Context: an optimization exercise on an open-source flow, tuned for small area. The choices shown serve that exercise and are no tape-out recipe.
No functional check of the RTL was part of any run shown here.
Power figures rest on the tool's default switching activity, not on a simulated workload.

**flow/config.mk**
```make
export PLATFORM = sky130hd
export DESIGN_NAME = digital_voting_system_top
export DESIGN_NICKNAME = digital_voting_system_top
export VERILOG_FILES = /design/flow/design.v
export SDC_FILE = /design/flow/constraint.sdc
export NUM_CORES = 4
export LEC_CHECK = 0
export CAP_MARGIN = 20
export CORE_MARGIN = 2
export CORE_UTILIZATION = 40
export SLEW_MARGIN = 20
```
**flow/constraint.sdc**
```tcl
create_clock -name core_clock -period 7.0 [get_ports {master_clk}]
set_input_delay 1.4000 -clock core_clock [delete_from_list [all_inputs] [get_ports {master_clk}]]
set_output_delay 1.4000 -clock core_clock [all_outputs]
set_load 0.01 [all_outputs]
```
**flow/design.v**
```verilog
module voter_authentication(
    input wire clk,
    input wire reset,
    input wire [7:0] voter_id_input,
    input wire authenticate_voter,
    input wire system_enable,
    input wire [7:0] current_voter_id,
    output wire authenticated,
    output reg already_voted,
    output wire valid_voter
);
    reg [15:0] voted;
    wire id_ok = (voter_id_input[7:4] == 4'h1);
    wire do_auth = system_enable & authenticate_voter;
    assign valid_voter = (current_voter_id[7:4] == 4'h1);
    assign authenticated = valid_voter & ~already_voted;
    always @(posedge clk or posedge reset) begin
        if (reset) begin
            already_voted <= 1'b0;
            voted <= 16'd0;
        end else if (do_auth) begin
            already_voted <= id_ok & voted[voter_id_input[3:0]];
            if (id_ok)
                voted[voter_id_input[3:0]] <= 1'b1;
        end
    end
endmodule
module vote_counter(
    input wire clk,
    input wire reset,
    input wire valid_vote,
    input wire [3:0] candidate,
    input wire result_request,
    output reg [15:0] total_votes_cast,
    output reg [3:0] winning_candidate_id,
    output reg [15:0] winning_candidate_votes,
    output reg results_available
);
    reg [15:0] v0, v1, v2, v3;
    function [15:0] inc16(input [15:0] q, input en);
        integer k;
        reg t;
        begin
            t = en;
            for (k = 0; k < 16; k = k + 1) begin
                inc16[k] = q[k] ^ t;
                t = t & q[k];
            end
        end
    endfunction
    wire vote = valid_vote & ~candidate[3] & ~candidate[2];
    reg [3:0] alive;
    reg [15:0] best_votes;
    reg [1:0] best_id;
    integer b;
    always @(*) begin
        alive = 4'b1111;
        for (b = 15; b >= 0; b = b - 1) begin
            best_votes[b] = (alive[0] & v0[b]) | (alive[1] & v1[b]) |
                            (alive[2] & v2[b]) | (alive[3] & v3[b]);
            if (best_votes[b])
                alive = alive & {v3[b], v2[b], v1[b], v0[b]};
        end
        best_id = alive[0] ? 2'd0 : alive[1] ? 2'd1 : alive[2] ? 2'd2 : 2'd3;
    end
    always @(posedge clk or posedge reset) begin
        if (reset) begin
            total_votes_cast <= 0;
            v0 <= 0; v1 <= 0; v2 <= 0; v3 <= 0;
            winning_candidate_id <= 0;
            winning_candidate_votes <= 0;
            results_available <= 0;
        end else begin
            total_votes_cast <= inc16(total_votes_cast, vote);
            v0 <= inc16(v0, vote & (candidate[1:0] == 2'd0));
            v1 <= inc16(v1, vote & (candidate[1:0] == 2'd1));
            v2 <= inc16(v2, vote & (candidate[1:0] == 2'd2));
            v3 <= inc16(v3, vote & (candidate[1:0] == 2'd3));
            results_available <= result_request;
            if (result_request) begin
                winning_candidate_id <= {2'b00, best_id};
                winning_candidate_votes <= best_votes;
            end
        end
    end
endmodule
module voting_system_controller(
    input wire clk,
    input wire reset,
    input wire [7:0] voter_id_input,
    input wire [3:0] candidate_selection,
    input wire submit_vote,
    input wire authenticate_voter,
    input wire display_results_request,
    input wire system_enable,
    output wire [7:0] system_status,
    output reg [7:0] current_voter_id,
    output reg [3:0] current_candidate,
    output reg vote_accepted,
    output reg vote_rejected,
    output reg system_ready,
    output wire [15:0] total_votes_cast,
    output wire [3:0] winning_candidate_id,
    output wire [15:0] winning_candidate_votes,
    output wire results_available,
    output wire [7:0] error_code
);
    wire authenticated, already_voted, valid_voter;
    reg status;
    reg [1:0] err;
    assign system_status = {7'd0, status};
    assign error_code = {6'd0, err};
    voter_authentication auth (
        .clk(clk),
        .reset(reset),
        .voter_id_input(voter_id_input),
        .authenticate_voter(authenticate_voter),
        .system_enable(system_enable),
        .current_voter_id(current_voter_id),
        .authenticated(authenticated),
        .already_voted(already_voted),
        .valid_voter(valid_voter)
    );
    vote_counter vcount (
        .clk(clk),
        .reset(reset),
        .valid_vote(vote_accepted),
        .candidate(candidate_selection),
        .result_request(display_results_request),
        .total_votes_cast(total_votes_cast),
        .winning_candidate_id(winning_candidate_id),
        .winning_candidate_votes(winning_candidate_votes),
        .results_available(results_available)
    );
    wire cand_ok = ~candidate_selection[3] & ~candidate_selection[2];
    always @(posedge clk or posedge reset) begin
        if (reset) begin
            status <= 0;
            current_voter_id <= 0;
            current_candidate <= 0;
            vote_accepted <= 0;
            vote_rejected <= 0;
            system_ready <= 0;
            err <= 0;
        end else begin
            system_ready <= system_enable;
            if (system_enable) begin
                if (authenticate_voter) begin
                    current_voter_id <= voter_id_input;
                    status <= authenticated;
                    err <= !valid_voter ? 2'd1 : already_voted ? 2'd2 : 2'd0;
                end
                if (status && submit_vote) begin
                    current_candidate <= candidate_selection;
                    vote_accepted <= cand_ok;
                    vote_rejected <= ~cand_ok;
                    err <= cand_ok ? 2'd0 : 2'd3;
                end else begin
                    vote_accepted <= 0;
                    vote_rejected <= 0;
                end
            end else begin
                status <= 0;
            end
        end
    end
endmodule
module digital_voting_system_top (
    input wire master_clk,
    input wire reset,
    input wire [7:0] voter_id_input,
    input wire [3:0] candidate_selection,
    input wire submit_vote,
    input wire authenticate_voter,
    input wire display_results_request,
    input wire system_enable,
    output wire [7:0] system_status,
    output wire [7:0] current_voter_id,
    output wire [3:0] current_candidate,
    output wire vote_accepted,
    output wire vote_rejected,
    output wire system_ready,
    output wire [15:0] total_votes_cast,
    output wire [3:0] winning_candidate_id,
    output wire [15:0] winning_candidate_votes,
    output wire results_available,
    output wire [7:0] error_code
);
    voting_system_controller voting_sys (
        .clk(master_clk),
        .reset(reset),
        .voter_id_input(voter_id_input),
        .candidate_selection(candidate_selection),
        .submit_vote(submit_vote),
        .authenticate_voter(authenticate_voter),
        .display_results_request(display_results_request),
        .system_enable(system_enable),
        .system_status(system_status),
        .current_voter_id(current_voter_id),
        .current_candidate(current_candidate),
        .vote_accepted(vote_accepted),
        .vote_rejected(vote_rejected),
        .system_ready(system_ready),
        .total_votes_cast(total_votes_cast),
        .winning_candidate_id(winning_candidate_id),
        .winning_candidate_votes(winning_candidate_votes),
        .results_available(results_available),
        .error_code(error_code)
    );
endmodule
```
**flow/flow/run.sh**
```bash
#!/bin/bash
# Own layout flow: the standard synthesis, then an area-oriented re-mapping of
# the combinational logic (flip-flops, half adders and tie cells are kept as
# the standard synthesis made them), then the standard ORFS layout steps with
# small port buffers and a clock tree without dummy loads.
set -euo pipefail
W=$(pwd)
F=$W/flow
R=$W/orfs/results/${FLOW_PLATFORM}/digital_voting_system_top/base
LIB=$FLOW_HOME/platforms/${FLOW_PLATFORM}/lib/sky130_fd_sc_hd__tt_025C_1v80.lib

bash standard.sh synth > $W/synth.log 2>&1

cp $R/1_2_yosys.v $W/standard_1_2_yosys.v
REMAP_LIB=$LIB REMAP_TOP=$FLOW_TOP REMAP_IN=$W/standard_1_2_yosys.v \
REMAP_OUT=$W/remap.v REMAP_ABC=$F/abc_area.script \
    yosys -c $F/remap.tcl > $W/remap.log 2>&1
cp $W/remap.v $R/1_2_yosys.v
rm -f $R/1_synth.odb $R/1_synth.sdc

export BUFFER_PORTS_ARGS="-buffer_cell sky130_fd_sc_hd__buf_1"
export CTS_ARGS="-sink_clustering_enable -repair_clock_nets -dont_use_dummy_load"
bash standard.sh > $W/layout.log 2>&1
```
**flow/flow/abc_area.script**
```
strash
&get -n
&st
&dch
&nf -R 1000
&put
topo
```
**flow/flow/remap.tcl**
```tcl
yosys -import
set lib $::env(REMAP_LIB)
set top $::env(REMAP_TOP)
read_liberty -wb -ignore_miss_func $lib
read_verilog $::env(REMAP_IN)
hierarchy -top $top
# keep sequential cells, adders and ties as they are
setattr -mod -set keep_hierarchy 1 =sky130_fd_sc_hd__df* =sky130_fd_sc_hd__ha_* =sky130_fd_sc_hd__fa_* =sky130_fd_sc_hd__conb_*
flatten -wb
opt_clean -purge
tee -o $::env(REMAP_OUT).pre.stat stat -liberty $lib
abc -script $::env(REMAP_ABC) -liberty $lib -dont_use sky130_fd_sc_hd__probe_p_8 -dont_use sky130_fd_sc_hd__probec_p_8 -dont_use sky130_fd_sc_hd__lpflow_*
opt_clean -purge
hilomap -singleton -hicell sky130_fd_sc_hd__conb_1 HI -locell sky130_fd_sc_hd__conb_1 LO
splitnets
opt_clean -purge
tee -o $::env(REMAP_OUT).stat stat -liberty $lib
select -module $top
write_verilog -noattr -noexpr -nohex -nodec -selected $::env(REMAP_OUT)
```
**flow/standard.sh**
```bash
#!/bin/bash
# synth_recipe.tcl (not shown) runs the flow's synth.tcl, then flattens the netlist and writes it again
# the make line also repeats each setting of config.mk as NAME=value (left out here)
make -C /OpenROAD-flow-scripts/flow DESIGN_CONFIG=/design/flow/config.mk WORK_HOME=/design/flow/orfs CLKGATE_MAP_FILE= SYNTH_SCRIPT=/design/flow/synth_recipe.tcl "${@:-finish}"
```
==> impl_metrics.toml, run 1 <==
[run_status]
status = "complete, but fails checks"
check.faults = "setup timing"

[cells_and_area]
syn_to_final_growth_pct = 49.3
layout.nets = 972
antennaDiodeCount = 0
drive_gt1_share_pct = 38.8

[floorplan]
initial_core_util_pct = 40.8
die_x_um = 131
die-area_mm2 = 0.0172
boundaryPins = 86
core_region_area_mm2 = 0.0158
rows = 46
die_h_um = 131

[detailed_routing]
vias_per_cell = 5.19
ant_nets = 0
dr_total_vias = 5654
dr.pass1.iters = 4
drc_errors = 0
drtIter0Drc = 323
wl_mm = 17.3
wl_per_cell_um = 15.9

[clocking]
cts_sinks = 134
holdBufCountCts = 0
path_clk_slew_ps = 50
htreeDepth = 4
cts_tree = "built"
cts_root_buf = "clkbuf_16"
clkLatencyLatePin_ps = 420
cts_buffers = 17
clockBufferDepth = 2

[sta]
worst_pin_slew_ps = 853
hold_slack_ps = 451
rsz0062_at_grt = "yes"
hold_viol = 0
min_period_over_period_pct = 122
fin_skew_ps = 12.9
drv_slew = 0
fmax_mhz = 117
setup-violations-final = 6
setup_ws_ps = -1550
slew-limit-headroom_pct = 43.1
min_period_ps = 8550

[placement]
gp_congestion = 0.871
dp_hpwl_mm = 10.6
dp_slack_ps = -1320
place.port_buffers = 70

[hold_path]
hold_class = "flip-flop to flip-flop"

[pwr]
pwr-share-comb_pct = 8.8
leakage_nw = 5.10
p_seq_share_pct = 49.6
p_int_mw = 1.29
ir_worst_vdd_mv = 0.147
p_per_area_mw_per_mm2 = 174
switching_share_pct = 23.5
total_power_mw = 1.68
clkPwrFrac_pct = 41.7
switchingPower_uw = 395

[synth]
syn_inst = 585
yosys_warnings = 3
avgSynthCellArea_um2 = 11.0
synth_area_mm2 = 0.00646

[global_routing]
grt_max_degree = 87
grt_pass1_wl_mm = 26.7
grt_pass1_vias = 5674
overflow = 0
antenna_found_initial = 0
grt_util_all_layers_pct = 19.9

[critical_path]
slowest_delay_ps = 400
r2r-start = "voting_sys.vcount.v1[14]"
reg2reg_slack_ps = -1550
crit_path_end = "voting_sys.vcount.winning_candidate_id[0]"
critPathLaunch = "voting_sys.vcount.v1[14]"
cp_slowest_cell = "dfrtp_1"
cp.required_ps = 7300
end_kind = "flip-flop"
critPathLaunchType = "flip-flop"
worstRegToRegCells = 58
crit_fanout = 3
worstReg2RegEnd = "voting_sys.vcount.winning_candidate_id[0]"
worstSetupPathType = "flip-flop to flip-flop"
arrival_ps = 8840
critPathMostFrequentCell = "and2_4"

[job]
cap_violations = 0
-- layout by cell type, fill, tap and decap left out, drive strengths merged, types with 3 or more instances in the layout --
cell type and n:
a211oi 3, a21o 16, a21oi 31, a31oi 17
a41oi 6, and2 14, and3 4, buf 256
clkbuf 18, clkinv 18, conb 15, dfrtp 134
ha 79, inv 4, maj3 3, mux2 10
mux4 4, nand2 77, nand2b 6, nand3 15
nor2 55, nor2b 7, nor3 11, nor3b 4
o211a 6, o211ai 4, o21a 6, o21ai 14
o22ai 3, xor2 6
-- worst min-delay path by stage --
stage | start | endpoint | slack [ps] | cells after the start
floorplan | voting_sys.auth.voted[10] | voting_sys.auth.voted[10] | 420 | 1
finish | voting_sys.auth.voted[7] | voting_sys.auth.voted[7] | 450 | 1
global route | voting_sys.auth.voted[7] | voting_sys.auth.voted[7] | 460 | 1
global placement | voting_sys.auth.voted[6] | voting_sys.auth.voted[6] | 440 | 1
CTS | voting_sys.auth.voted[7] | voting_sys.auth.voted[7] | 450 | 1
detailed placement | voting_sys.auth.voted[7] | voting_sys.auth.voted[7] | 440 | 1
-- worst max-delay path, delay by kind of cell, from the launching register on --
family                 cells  cell delay (ps)
AO/OA/AOI/OAI             17             2710
buffers and inverters      6              760
AND/OR/NAND/NOR           35             4540
flip-flops                 1              400
-- per-stage QoR --
step                cells  TNS, ps  utilization, %  cell area, um^2
floorplan             599    -1800               -             6640
global placement      994    -3570            50.5             8000
detailed placement    994    -4480            50.5             8000
CTS                  1070    -3800            58.0             9180
global route         1089    -9890            60.9             9640
finish               1089    -7190            60.9             9640
-- repair_timing --
| action | 4_1_cts | 5_1_grt |
|---|---|---|
| cloned | 0 | 0 |
| pin swaps | 63 | 34 |
| setup endpoints to repair | 5 | 6 |
| buffers inserted | 60 | 20 |
| resized for setup | 76 | 78 |
-- per-layer routing --
| layer | wire length, um | GRT usage (%) |
|---|---|---|
| met4 | 457 | 7.76 |
| met3 | 840 | 4.95 |
| met5 | 0 | 0 |
| met1 | 7330 | 25.6 |
| met2 | 8700 | 32.4 |
-- power by group through the flow --
stage               combinational [mW]  clock [mW]  sequential (mW)
floorplan                       0.0645           0            0.856
global placement                 0.133           0            0.844
detailed placement               0.137           0            0.846
CTS                              0.144       0.717            0.834
global route                     0.164       0.754            0.838
finish                           0.147       0.700            0.834
-- flip-flops by register name, indices dropped and copies added, names as in the netlist --
signal,count
voting_sys.auth.already_voted,1
voting_sys.auth.voted,16
voting_sys.current_candidate,4
voting_sys.current_voter_id,8
voting_sys.err,2
voting_sys.status,1
voting_sys.system_ready,1
voting_sys.vcount.results_available,1
voting_sys.vcount.total_votes_cast,16
voting_sys.vcount.v0,16
voting_sys.vcount.v1,16
voting_sys.vcount.v2,16
voting_sys.vcount.v3,16
voting_sys.vcount.winning_candidate_id,2
voting_sys.vcount.winning_candidate_votes,16
voting_sys.vote_accepted,1
voting_sys.vote_rejected,1
-- final cells by class --
type / count / area, um^2
Multi-Input combinational cell: 443 / 3740
Inverter: 22 / 97.6
Timing Repair Buffer: 257 / 1760
Sequential cell: 134 / 3350
Tap cell: 216 / 270
Fill cell: 1225 / 6180
Clock buffer: 17 / 425
==> run 2: changes to the inputs <==
==> flow/run.sh (new file) <==
#!/bin/bash
# synth_recipe.tcl (not shown) runs the flow's synth.tcl, then flattens the netlist and writes it again
# the make line also repeats each setting of config.mk as NAME=value (left out here)
make -C /OpenROAD-flow-scripts/flow DESIGN_CONFIG=/design/flow/config.mk WORK_HOME=/design/flow/orfs CLKGATE_MAP_FILE= SYNTH_SCRIPT=/design/flow/synth_recipe.tcl finish
removed: flow/flow/run.sh
removed: flow/flow/abc_area.script
removed: flow/flow/remap.tcl
removed: flow/standard.sh
==> impl_metrics.toml, run 2 <==
[cells_and_area]
mostFrequentLayoutCells = "buf_4 (149), dfrtp_1 (132), ha_1 (79), clkdlybuf4s50_1 (70), nor2_1 (48)"
layout.nets = 1050
mostFrequentLayoutCell = "buf_4"
drive_gt1_share_pct = 34.1
syn_to_final_growth_pct = 42.9
antennaDiodeCount = 0
utilization_pct = 57.8
final_cell_count_no_fill = 1231

[pwr]
switching_share_pct = 25.2
total_power_mw = 1.89
p_int_mw = 1.42
pwr-share-comb_pct = 8.3
p_per_area_mw_per_mm2 = 170
leakage_nw = 5.43
p_seq_share_pct = 43.3
switchingPower_uw = 477
ir_worst_vdd_mv = 0.171
clkPwrFrac_pct = 48.5

[sta]
hold_viol = 0
worst_pin_slew_ps = 944
fmax_mhz = 134
fin_skew_ps = 10.4
slew-limit-headroom_pct = 37.1
rsz0062_at_grt = "yes"
hold_slack_ps = 453
min_period_over_period_pct = 107
setup-violations-final = 5
drv_slew = 0
setup_ws_ps = -472
min_period_ps = 7470

[synth]
ys_top_cells_by_count = "dfrtp_1 (134), ha_1 (79), nor2_1 (53)"
synth-edff-count = 0
synth_top_area_cell = "dfrtp_1"
synth_top_flop_cell = "dfrtp_1"
synth.most_common_cell = "dfrtp_1"
async_flop_share_pct = 100
yosys_warnings = 3
synth_area_mm2 = 0.00780
syn_inst = 722
yosys.area.top_type_share_pct = 43.0
synthDistinctLibCells = 94
ys_top_cells_by_area = "dfrtp_1 (43%), ha_1 (13%), nor2_1 (2.6%)"
synth-seq-cells = 134
avgSynthCellArea_um2 = 10.8
seq_area_frac_synth_pct = 43.0

[clocking]
cts_root_buf = "clkbuf_16"
htreeDepth = 4
cts_sinks = 134
cts_tree = "built"
clockBufferDepth = 2
holdBufCountCts = 0
path_clk_slew_ps = 70
cts_buffers = 17
clkLatencyLatePin_ps = 430

[placement]
dp_hpwl_mm = 14.2
place.port_buffers = 70
dp_slack_ps = -487
placed_cells = 1138
gp_congestion = 0.910

[critical_path]
arrival_ps = 7810
slowest_delay_ps = 540
crit_fanout = 7
critPathLaunchType = "flip-flop"
worstSetupPathType = "flip-flop to flip-flop"
end_kind = "flip-flop"
cp.required_ps = 7340
critPathMostFrequentCell = "buf_4"
cp_slowest_cell = "or4b_4"

[detailed_routing]
ant_nets = 0
wl_per_cell_um = 17.4
dr_total_vias = 6855
vias_per_cell = 5.57
dr.pass1.iters = 6
drtIter0Drc = 409
drc_errors = 0
wl_mm = 21.4

[global_routing]
grt_max_degree = 75
grt_util_all_layers_pct = 21.1
grt_pass1_wl_mm = 34.4
grt_pass1_vias = 7069
antenna_found_initial = 0
overflow = 0

[floorplan]
rows = 51
die-area_mm2 = 0.0206
core_region_area_mm2 = 0.0193
die_h_um = 144
die_x_um = 144
initial_core_util_pct = 40.5
boundaryPins = 86

[job]
cap_violations = 0

[run_status]
check.faults = "setup timing"
status = "complete, but fails checks"

[hold_path]
hold_class = "flip-flop to flip-flop"
## run 2: cell count changes in the layout (fill, tap and decap cells not counted), sizes merged, moves of 14 or more
cell,change
buf,-98
clkinv,-16
o211ai,+14
clkdlybuf4s50,+70
nand2,-38
o21ai,+15
inv,+45
## run 2: path summary, 6_finish.rpt
check	depth (start not counted)	slack (ps)	endpoint	start
max	30	-470	voting_sys.vcount.winning_candidate_id[1]	voting_sys.vcount.v1[15]
min	1	450	voting_sys.auth.voted[15]	voting_sys.auth.voted[15]
max reg2reg	30	-470	voting_sys.vcount.winning_candidate_id[1]	voting_sys.vcount.v1[15]
min reg2reg	1	450	voting_sys.auth.voted[15]	voting_sys.auth.voted[15]
max in group asynchronous	3	4240	voting_sys.vcount.v1[3]	reset
min in group asynchronous	2	1410	voting_sys.vcount.total_votes_cast[8]	reset
## run 2: critical path, delay by kind of cell (launching register included)
family	cells	cell delay [ps]
AO/OA/AOI/OAI	21	4940
AND/OR/NAND/NOR	5	1540
buffers and inverters	4	490
flip-flops	1	400
## run 2: per-stage QoR
stage	area, um^2	TNS [ps]
2_1_floorplan	7850	0
3_3_place_gp	9430	-800
3_5_place_dp	9430	-1230
4_1_cts	10900	-598
5_1_grt	11100	-3470
6_report	11100	-1720
## run 2: cells by family after synthesis
logic type	Yosys count	share of synthesized area, %
AOI/OAI and AO/OA	213	22.6
buffers and inverters	72	4.38
xor gates and xnor gates	7	0.786
other	1	0.0481
adders and majority gates	84	13.3
muxes	15	2.87
and+or+nand+nor	196	13.0
DFF	134	43.0
## run 2: area by class of cell
cell class | count | area [um^2]
Clock buffer | 18 | 429
Clock inverter | 14 | 166
Fill cell | 1607 | 8120
Inverter | 42 | 163
Multi-Input combinational cell | 530 | 4780
Sequential cell | 134 | 3360
Tap cell | 265 | 332
Timing Repair Buffer | 228 | 1920
## run 2: power by group through the flow
stage	Clock, mW	Sequential, mW	Combinational [mW]
floorplan	0	0.841	0.0724
global placement	0	0.832	0.151
detailed placement	0	0.833	0.154
CTS	0.931	0.820	0.156
global route	0.972	0.823	0.172
finish	0.917	0.819	0.156
## run 2: repair_timing
item / CTS / global route
gates resized for setup: 90 / 36
setup endpoints to repair: 3 / 5
buffers inserted: 45 / 17
pin swaps: 70 / 41
hold endpoints to repair: 0 / 0
## run 2: layer usage
| metal | GRT usage [%] | vias to the layer above | part of all wire, % |
|---|---|---|---|
| met5 | 0 | - | 0 |
| met4 | 9.96 | 0 | 3.0 |
| met3 | 3.47 | 53 | 2.9 |
| met2 | 38.1 | 193 | 52 |
| met1 | 24.5 | 3436 | 42 |
| li1 | - | 3173 | - |

==> afterwards: timing with drivers on the ports <==
The results above use ideal ports. As a check the final layouts listed here were re-extracted and re-timed, cells and wires unchanged.
Step 1 assumes that a clkbuf_16 drives the clock port and a buf_2 every other input.
Step 2 moves the port delays by t, midway between the first and last clock arrival at a register: inputs arrive t later, outputs are due t later. That takes back most of the time a late clock gives input paths.
Three values: ideal, step 1, step 2; two values: the first two.
run	t, ns	setup WS [ns]	worst setup path after step 2	worst register clock-pin slew, ns	cell pins on the clock port's net
run 1	0.453	-1.545 / -1.545 / -1.545	register to register	0.05 / 0.05	1
run 2	0.472	-0.472 / -0.472 / -0.472	register to register	0.07 / 0.07	1
